This is an optimization exercise on Yosys and OpenROAD, whose aim is small area and a short achievable clock period, not a production implementation. In this exercise RTL edits were held to simulation tests only and were not proved equivalent to the original.

==> inputs of run Z <==
## resampler_q15
module resampler_q15 #(
    parameter TAP_COUNT = 9,
    parameter DATA_WIDTH = 16
)(
    input  logic                  clk,
    input  logic                  rst_n,
    input  logic signed [31:0]    ppm_in,
    input  logic [TAP_COUNT*DATA_WIDTH-1:0] coeffs,
    input  logic [DATA_WIDTH-1:0] data_in,
    input  logic                  data_in_valid,
    output logic                  data_in_ready,
    output logic [DATA_WIDTH-1:0] data_out,
    output logic                  data_out_valid
);
Settings: LEC_CHECK=0, ABC_AREA=1, CAP_MARGIN=20, CORE_MARGIN=2, CORE_UTILIZATION=55, SLEW_MARGIN=20, SYNTH_HIERARCHICAL=1, SYNTH_MINIMUM_KEEP_SIZE=0; clock period 19.0 ns.
standard.sh (not shown) runs the stock make flow with config.mk's settings and CLKGATE_MAP_FILE= SYNTH_SCRIPT=/design/flow/synth_recipe.tcl, a recipe that flattens the netlist after the stock synthesis.
==> flow/flow/run.sh <==
#!/bin/bash
# The standard layout (the standard.sh, ORFS synthesis to final), with the
# resizer's setup repair aimed below the clock period so that it buffers and
# sizes the design's long paths. The SDC and every other setting are the standard flow's.
set -euo pipefail
bash standard.sh SETUP_SLACK_MARGIN=12.5 finish > standard_make.log 2>&1
==> run X (differences from run Z) <==
==> flow/flow/run.sh (replaced) <==
#!/bin/bash
# The standard layout (the standard.sh, ORFS synthesis to final), with the
# resizer's setup repair aimed below the clock period so that it buffers and
# sizes the design's long paths. The SDC and every other setting are the standard flow's.
set -euo pipefail
bash standard.sh SETUP_SLACK_MARGIN=11.5 finish > standard_make.log 2>&1
==> run notes <==
| item | run Z | run X |
|---|---|---|
| Result of the run | complete, no violations | complete, no violations |
| Largest net degree at the start of global routing | 107 | 106 |
| Min-delay src | w1[7] | w3[13] |
| Wire length per cell after detailed routing | 25.08 um | 24.19 um |
| Number of detailed-routing iterations run before antenna repair | 8 | 7 |
| Relative slew slack | 31.26% | 31.99% |
| Arrival time at the worst endpoint | 2.78 ns | 7.80 ns |
| Via density per instance | 6.295 | 6.276 |
| Critical Path Fanout Max | 3 | 26 |
| Count of plain and timing-repair buffers in the layout | 493 | 350 |
| Layout clock area frac | 2.544% | 2.592% |

==> run R: inputs <==
resampler_q15, a different RTL version from the one above (not shown whole).
clock: 19.0 ns
lec_check: 0
abc_area: 1
cap_margin: 20
core_margin: 2
core_utilization: 65
cts_cluster_diameter: 110
cts_cluster_size: 28
slew_margin: 20
synth_hierarchical: 1
synth_minimum_keep_size: 0
==> flow/flow/run.sh <==
#!/bin/bash
# The standard layout (the standard.sh, ORFS synthesis to final), with:
# - the resizer's setup repair aimed below the clock period, so that it buffers
#   and sizes the design's long paths;
# - the synthesis buffers removed at floorplan, so that the resizer buffers
#   those nets itself;
# - the port buffers made as sky130_fd_sc_hd__buf_1 (the resizer sizes them up
#   where a path needs it).
# The SDC and every other setting are the standard flow's.
set -euo pipefail
bash standard.sh SETUP_SLACK_MARGIN=12.5 REMOVE_ABC_BUFFERS=1 \
  "BUFFER_PORTS_ARGS=-buffer_cell sky130_fd_sc_hd__buf_1" finish > standard_make.log 2>&1
==> inputs of run Y, as changes to run R <==
--- a/flow/flow/run.sh
+++ b/flow/flow/run.sh
@@ -10,3 +10,3 @@
 set -euo pipefail
-bash standard.sh SETUP_SLACK_MARGIN=12.5 REMOVE_ABC_BUFFERS=1 \
+bash standard.sh SETUP_SLACK_MARGIN=12.65 REMOVE_ABC_BUFFERS=1 \
   "BUFFER_PORTS_ARGS=-buffer_cell sky130_fd_sc_hd__buf_1" finish > standard_make.log 2>&1
CTS_CLUSTER_DIAMETER = 100   (was 110)
CTS_CLUSTER_SIZE = 24   (was 28)
==> flow_summary.html <==
<table>
<tr><th>Metric</th><th>Value</th></tr>
<tr><th colspan="2">Worst setup path</th></tr>
<tr><td>Maximum cell stage delay along the critical path</td><td>390 ps</td></tr>
<tr><th colspan="2">Drt</th></tr>
<tr><td>Number of DRC violations after detailed-routing iteration 0</td><td>6,070</td></tr>
<tr><th colspan="2">CTS</th></tr>
<tr><td>Number of CTS-inserted buffers</td><td>28</td></tr>
<tr><th colspan="2">Worst hold path</th></tr>
<tr><td>Hold Path Origin</td><td>p1[12]$_SDFFE_PP0P_</td></tr>
<tr><th colspan="2">Global routing</th></tr>
<tr><td>Number of global-route vias before repair</td><td>55.8k</td></tr>
<tr><td>Met1 demand-to-capacity share in global routing</td><td>52.7%</td></tr>
<tr><th colspan="2">Outcome</th></tr>
<tr><td>Result of the run</td><td>no timing/DRC/antenna violations</td></tr>
</table>
That was run R.
==> flow_summary.html <==
<table>
<tr><th>Metric</th><th>Value</th></tr>
<tr><th colspan="2">Outcome</th></tr>
<tr><td>Result of the run</td><td>no timing/DRC/antenna violations</td></tr>
<tr><th colspan="2">STA</th></tr>
<tr><td>Worst hold slack</td><td>476 ps</td></tr>
<tr><th colspan="2">CTS</th></tr>
<tr><td>Number of CTS-inserted buffers</td><td>34</td></tr>
<tr><th colspan="2">Worst setup path</th></tr>
<tr><td>Maximum cell stage delay along the critical path</td><td>430 ps</td></tr>
<tr><th colspan="2">Worst hold path</th></tr>
<tr><td>Hold Path Origin</td><td>ppm_accum[0]$_DFF_PN0_</td></tr>
<tr><th colspan="2">Global routing</th></tr>
<tr><td>Met1 demand-to-capacity share in global routing</td><td>52.8%</td></tr>
<tr><td>Number of global-route vias before repair</td><td>56.2k</td></tr>
</table>
That was run Y.

==> trial 62: inputs <==
resampler_q15, a different RTL version from the one above (not shown whole).
Settings: LEC_CHECK=0, ABC_AREA=1, CAP_MARGIN=20, CORE_MARGIN=2, CORE_UTILIZATION=65, CTS_CLUSTER_DIAMETER=100, CTS_CLUSTER_SIZE=24, SLEW_MARGIN=20, SYNTH_HIERARCHICAL=1, SYNTH_MINIMUM_KEEP_SIZE=0; clock period 19.0 ns.
==> flow/flow/run.sh <==
#!/bin/bash
# The standard layout (the standard.sh, ORFS synthesis to final), with:
# - the resizer's setup repair aimed below the clock period, so that it buffers
#   and sizes the design's long paths;
# - the synthesis buffers removed at floorplan, so that the resizer buffers
#   those nets itself;
# - the port buffers made as sky130_fd_sc_hd__buf_1 (the resizer sizes them up
#   where a path needs it).
# The SDC and every other setting are the standard flow's.
set -euo pipefail
bash standard.sh SETUP_SLACK_MARGIN=12.2 REMOVE_ABC_BUFFERS=1 \
  "BUFFER_PORTS_ARGS=-buffer_cell sky130_fd_sc_hd__buf_1" finish > standard_make.log 2>&1
==> build 2 (differences from trial 62) <==
--- a/flow/design.v
+++ b/flow/design.v
@@ -9,17 +9,17 @@
     input  logic [DATA_WIDTH-1:0] data_in,
     input  logic                  data_in_valid,
     output logic                  data_in_ready,
     output logic [DATA_WIDTH-1:0] data_out,
     output logic                  data_out_valid
 );
     logic signed [31:0] ppm_accum;
     logic [31:0] acc_next;       
-    logic overflow, shift, clr;
+    logic overflow, shift;
     logic [TAP_COUNT*DATA_WIDTH-1:0] creg;
     logic [15:0] x;
     logic [15:0] w0, w1, w2, w3, w4, w5, w6;
     logic [61:0] p1;
     logic [15:0] q;
     logic [45:0] yr;
     logic yc;
     assign data_in_ready = 1'b1;
@@ -8840,45 +8840,38 @@
     assign o4354 = x4209 ^ g4322;
     assign o4355 = x4210 ^ g4282;
     assign o4356 = x4211 ^ g4324;
     assign o4357 = x4212 ^ g4296;
     assign o4358 = x4213 ^ g4326;
     assign q = {o3671, o3669, o3667, o3665, o3663, o3661, o3659, o3657, o3655, o3653, o3651, o3649, o3647, o3645, o3643, o3641};
     assign acc_next = {o4358, o4357, o4356, o4355, o4354, o4353, o4352, o4351, o4350, o4349, o4348, o4347, o4346, o4345, o4344, o4343, o4342, o4341, o4340, o4339, o4338, o4337, o4336, o4335, o4334, o4333, o4332, o4331, o4330, o4329, o4328, x4182};
     always_ff @(posedge clk or negedge rst_n)
-        if (!rst_n) clr <= 1'b1;
-        else clr <= 1'b0;
-    always_ff @(posedge clk)
-        if (clr) begin
+        if (!rst_n) begin
             x <= '0;
             w0 <= 16'haaa6;
             w1 <= 16'hfffc;
             w2 <= 16'h5552;
             w3 <= 16'haaa8;
             w4 <= 16'hfffe;
             w5 <= 16'h5554;
             w6 <= 16'haaaa;
             p1 <= {62'b01001000001000001000001000001000001000001000000000000000000000};
+            yr <= '0;
+            yc <= 1'b0;
         end else if (shift) begin
             x <= data_in;
             w0 <= {o459, o457, o455, o453, o451, o449, o447, o445, o443, o441, o439, o437, o435, o433, o431, o429};
             w1 <= {o918, o916, o914, o912, o910, o908, o906, o904, o902, o900, o898, o896, o894, o892, o890, o888};
             w2 <= {o1377, o1375, o1373, o1371, o1369, o1367, o1365, o1363, o1361, o1359, o1357, o1355, o1353, o1351, o1349, o1347};
             w3 <= {o1836, o1834, o1832, o1830, o1828, o1826, o1824, o1822, o1820, o1818, o1816, o1814, o1812, o1810, o1808, o1806};
             w4 <= {o2295, o2293, o2291, o2289, o2287, o2285, o2283, o2281, o2279, o2277, o2275, o2273, o2271, o2269, o2267, o2265};
             w5 <= {o2754, o2752, o2750, o2748, o2746, o2744, o2742, o2740, o2738, o2736, o2734, o2732, o2730, o2728, o2726, o2724};
             w6 <= {o3197, o3195, o3193, o3191, o3189, o3187, o3185, o3183, o3181, o3179, o3177, o3175, o3173, o3171, o3169, o3167};
             p1 <= {g3470, p1_3333, p1_3332, p1_3331, p1_3316, p1_3330, p1_3315, q3439, p1_3329, h3438, c3437, q3411, s3437, c3436, c3409, s3436, c3435, s3409, s3435, c3434, c3405, s3434, c3433, c3403, s3433, c3432, s3403, s3432, c3431, s3401, s3431, c3430, s3399, s3430, c3429, s3397, s3429, c3428, s3395, s3428, c3427, s3393, s3427, c3426, s3391, s3426, c3425, s3389, s3425, c3424, s3387, s3424, c3423, s3385, s3423, c3422, s3383, s3422, c3421, c3378, s3421, c3420};
-        end
-    always_ff @(posedge clk or negedge rst_n)
-        if (!rst_n) begin
-            yr <= '0;
-            yc <= 1'b0;
-        end else if (shift) begin
             yr <= {h3946, c3945, s3945, c3944, s3944, c3943, s3943, c3942, s3942, c3941, s3941, c3940, s3940, c3939, s3939, c3938, s3938, c3937, s3937, c3936, s3936, c3935, s3935, c3934, s3934, c3933, s3933, c3932, s3932, c3931, s3931, c3930, s3930, c3929, s3929, c3928, s3928, c3927, s3927, c3926, s3926, c3925, s3925, c3924, s3924, c3923};
             yc <= g3974;
         end
     assign data_out = {o4149, o4147, o4145, o4143, o4141, o4139, o4137, o4135, o4133, o4131, o4129, o4127, o4125, o4123, o4121, o4119};
     assign data_out_valid = overflow;
 endmodule
 module fa_cell (input logic a, b, c, output logic s, co);
     assign s = a ^ b ^ c;
==> flow/flow/run.sh (replaced) <==
#!/bin/bash
# The standard layout (the standard.sh, ORFS synthesis to final), with:
# - the resizer's setup repair aimed below the clock period, so that it buffers
#   and sizes the design's long paths;
# - the synthesis buffers removed at floorplan, so that the resizer buffers
#   those nets itself;
# - the port buffers made as sky130_fd_sc_hd__buf_1 (the resizer sizes them up
#   where a path needs it).
# The SDC and every other setting are the standard flow's.
set -euo pipefail
bash standard.sh SETUP_SLACK_MARGIN=12.5 REMOVE_ABC_BUFFERS=1 \
  "BUFFER_PORTS_ARGS=-buffer_cell sky130_fd_sc_hd__buf_1" finish > standard_make.log 2>&1
==> flow/config.mk (replaced) <==
export PLATFORM = sky130hd
export DESIGN_NAME = resampler_q15
export DESIGN_NICKNAME = resampler_q15
export VERILOG_FILES = /design/flow/design.v
export SDC_FILE = /design/flow/constraint.sdc
export NUM_CORES = 4
export LEC_CHECK = 0
export ABC_AREA = 1
export CAP_MARGIN = 20
export CORE_MARGIN = 2
export CORE_UTILIZATION = 65
export SLEW_MARGIN = 20
export SYNTH_HIERARCHICAL = 1
export SYNTH_MINIMUM_KEEP_SIZE = 0
==> build 48 (differences from trial 62) <==
==> flow/flow/run.sh (replaced) <==
#!/bin/bash
# The standard layout (the standard.sh, ORFS synthesis to final), with:
# - the resizer's setup repair aimed below the clock period, so that it buffers
#   and sizes the design's long paths;
# - the synthesis buffers removed at floorplan, so that the resizer buffers
#   those nets itself;
# - the port buffers made as sky130_fd_sc_hd__buf_1 (the resizer sizes them up
#   where a path needs it).
# The SDC and every other setting are the standard flow's.
set -euo pipefail
bash standard.sh SETUP_SLACK_MARGIN=12.5 REMOVE_ABC_BUFFERS=1 \
  "BUFFER_PORTS_ARGS=-buffer_cell sky130_fd_sc_hd__buf_1" finish > standard_make.log 2>&1
==> trial 40 (differences from trial 62) <==
==> flow/flow/run.sh (replaced) <==
#!/bin/bash
# The standard layout (the standard.sh, ORFS synthesis to final), with:
# - the resizer's setup repair aimed below the clock period, so that it buffers
#   and sizes the design's long paths;
# - the synthesis buffers removed at floorplan, so that the resizer buffers
#   those nets itself;
# - the port buffers made as sky130_fd_sc_hd__buf_1 (the resizer sizes them up
#   where a path needs it).
# The SDC and every other setting are the standard flow's.
set -euo pipefail
bash standard.sh SETUP_SLACK_MARGIN=12.8 REMOVE_ABC_BUFFERS=1 \
  "BUFFER_PORTS_ARGS=-buffer_cell sky130_fd_sc_hd__buf_1" finish > standard_make.log 2>&1
==> flow_summary.ini <==
[clock_network]
cts_htree_levels = 2

[timing]
skew_ns = 0.0192
rsz0062_at_grt = yes

[worst_setup_path]
ff2ff_setup_slack_ns = 12.74

[placement]
place_ws_ns = 11.33

[final_layout]
nFillCells = 8162

[outcome]
outcome = complete, no violations
-- figures above: build 2

==> flow_summary.ini <==
[outcome]
outcome = complete, no violations

[global_routing]
grt_usage_pct = 38.5

[final_layout]
nFillCells = 8020

[placement]
place_ws_ns = 11.26

[clock_network]
cts_htree_levels = 1

[timing]
skew_ns = 0.0447
hold-worst-slack_ns = 0.474

[yosys]
synth-edff-count = 0
-- figures above: build 48

==> flow_summary.ini <==
[outcome]
outcome = complete, no violations

[min_path]
hold_end = p1[0]

[placement]
place_ws_ns = 11.26

[worst_setup_path]
ff2ff_setup_slack_ns = 12.98
cp.required_ns = 15.20

[final_layout]
nFillCells = 7905

[clock_network]
cts_hold_buf = 0

[timing]
skew_ns = 0.0441
-- figures above: trial 40

==> flow_summary.ini <==
[final_layout]
nFillCells = 8128

[timing]
skew_ns = 0.0440
rsz0062_at_grt = no

[worst_setup_path]
ff2ff_setup_slack_ns = 12.45

[outcome]
outcome = complete, no violations

[clock_network]
cts_htree_levels = 1
-- figures above: trial 62

[static timing again, ports no longer ideal]
In the flow no input, the clock included, has a driving cell. The finished layouts below were timed again as built, in two steps.
Step 1 sets driving cells, clkbuf_16 on the clock port and buf_2 on the other inputs (assumed; they add their load-dependent delay and slew).
Step 2 times the ports against the registers' clock, not the clock port: input delays grow and output delays shrink by t, the midpoint of the rising clock arrivals with the driver on.
Three values: ideal ports, drivers, drivers and shift; two values: the first two.
run | t, ns | setup WS [ns] | latest minus earliest clock arrival (ns)
run Z | 0.730 | 12.420 / 12.339 / 11.811 | 0.027 / 0.027
run X | 0.732 | 11.730 / 11.730 / 11.219 | 0.036 / 0.035
run R | 0.750 | 12.396 / 12.321 / 11.843 | 0.042 / 0.042
run Y | 0.702 | 12.550 / 12.472 / 12.057 | 0.040 / 0.040
trial 62 | 0.760 | 12.350 / 12.274 / 11.642 | 0.044 / 0.044
build 2 | 0.748 | 12.454 / 12.378 / 11.878 | 0.023 / 0.023
build 48 | 0.764 | 12.506 / 12.429 / 11.826 | 0.045 / 0.045
trial 40 | 0.760 | 12.413 / 12.337 / 12.126 | 0.045 / 0.045
After both steps setup and hold are still met in every run listed. The setup slack of trial 62, which loses most, moves by -0.076 ns with the drivers and by -0.708 ns with both steps.
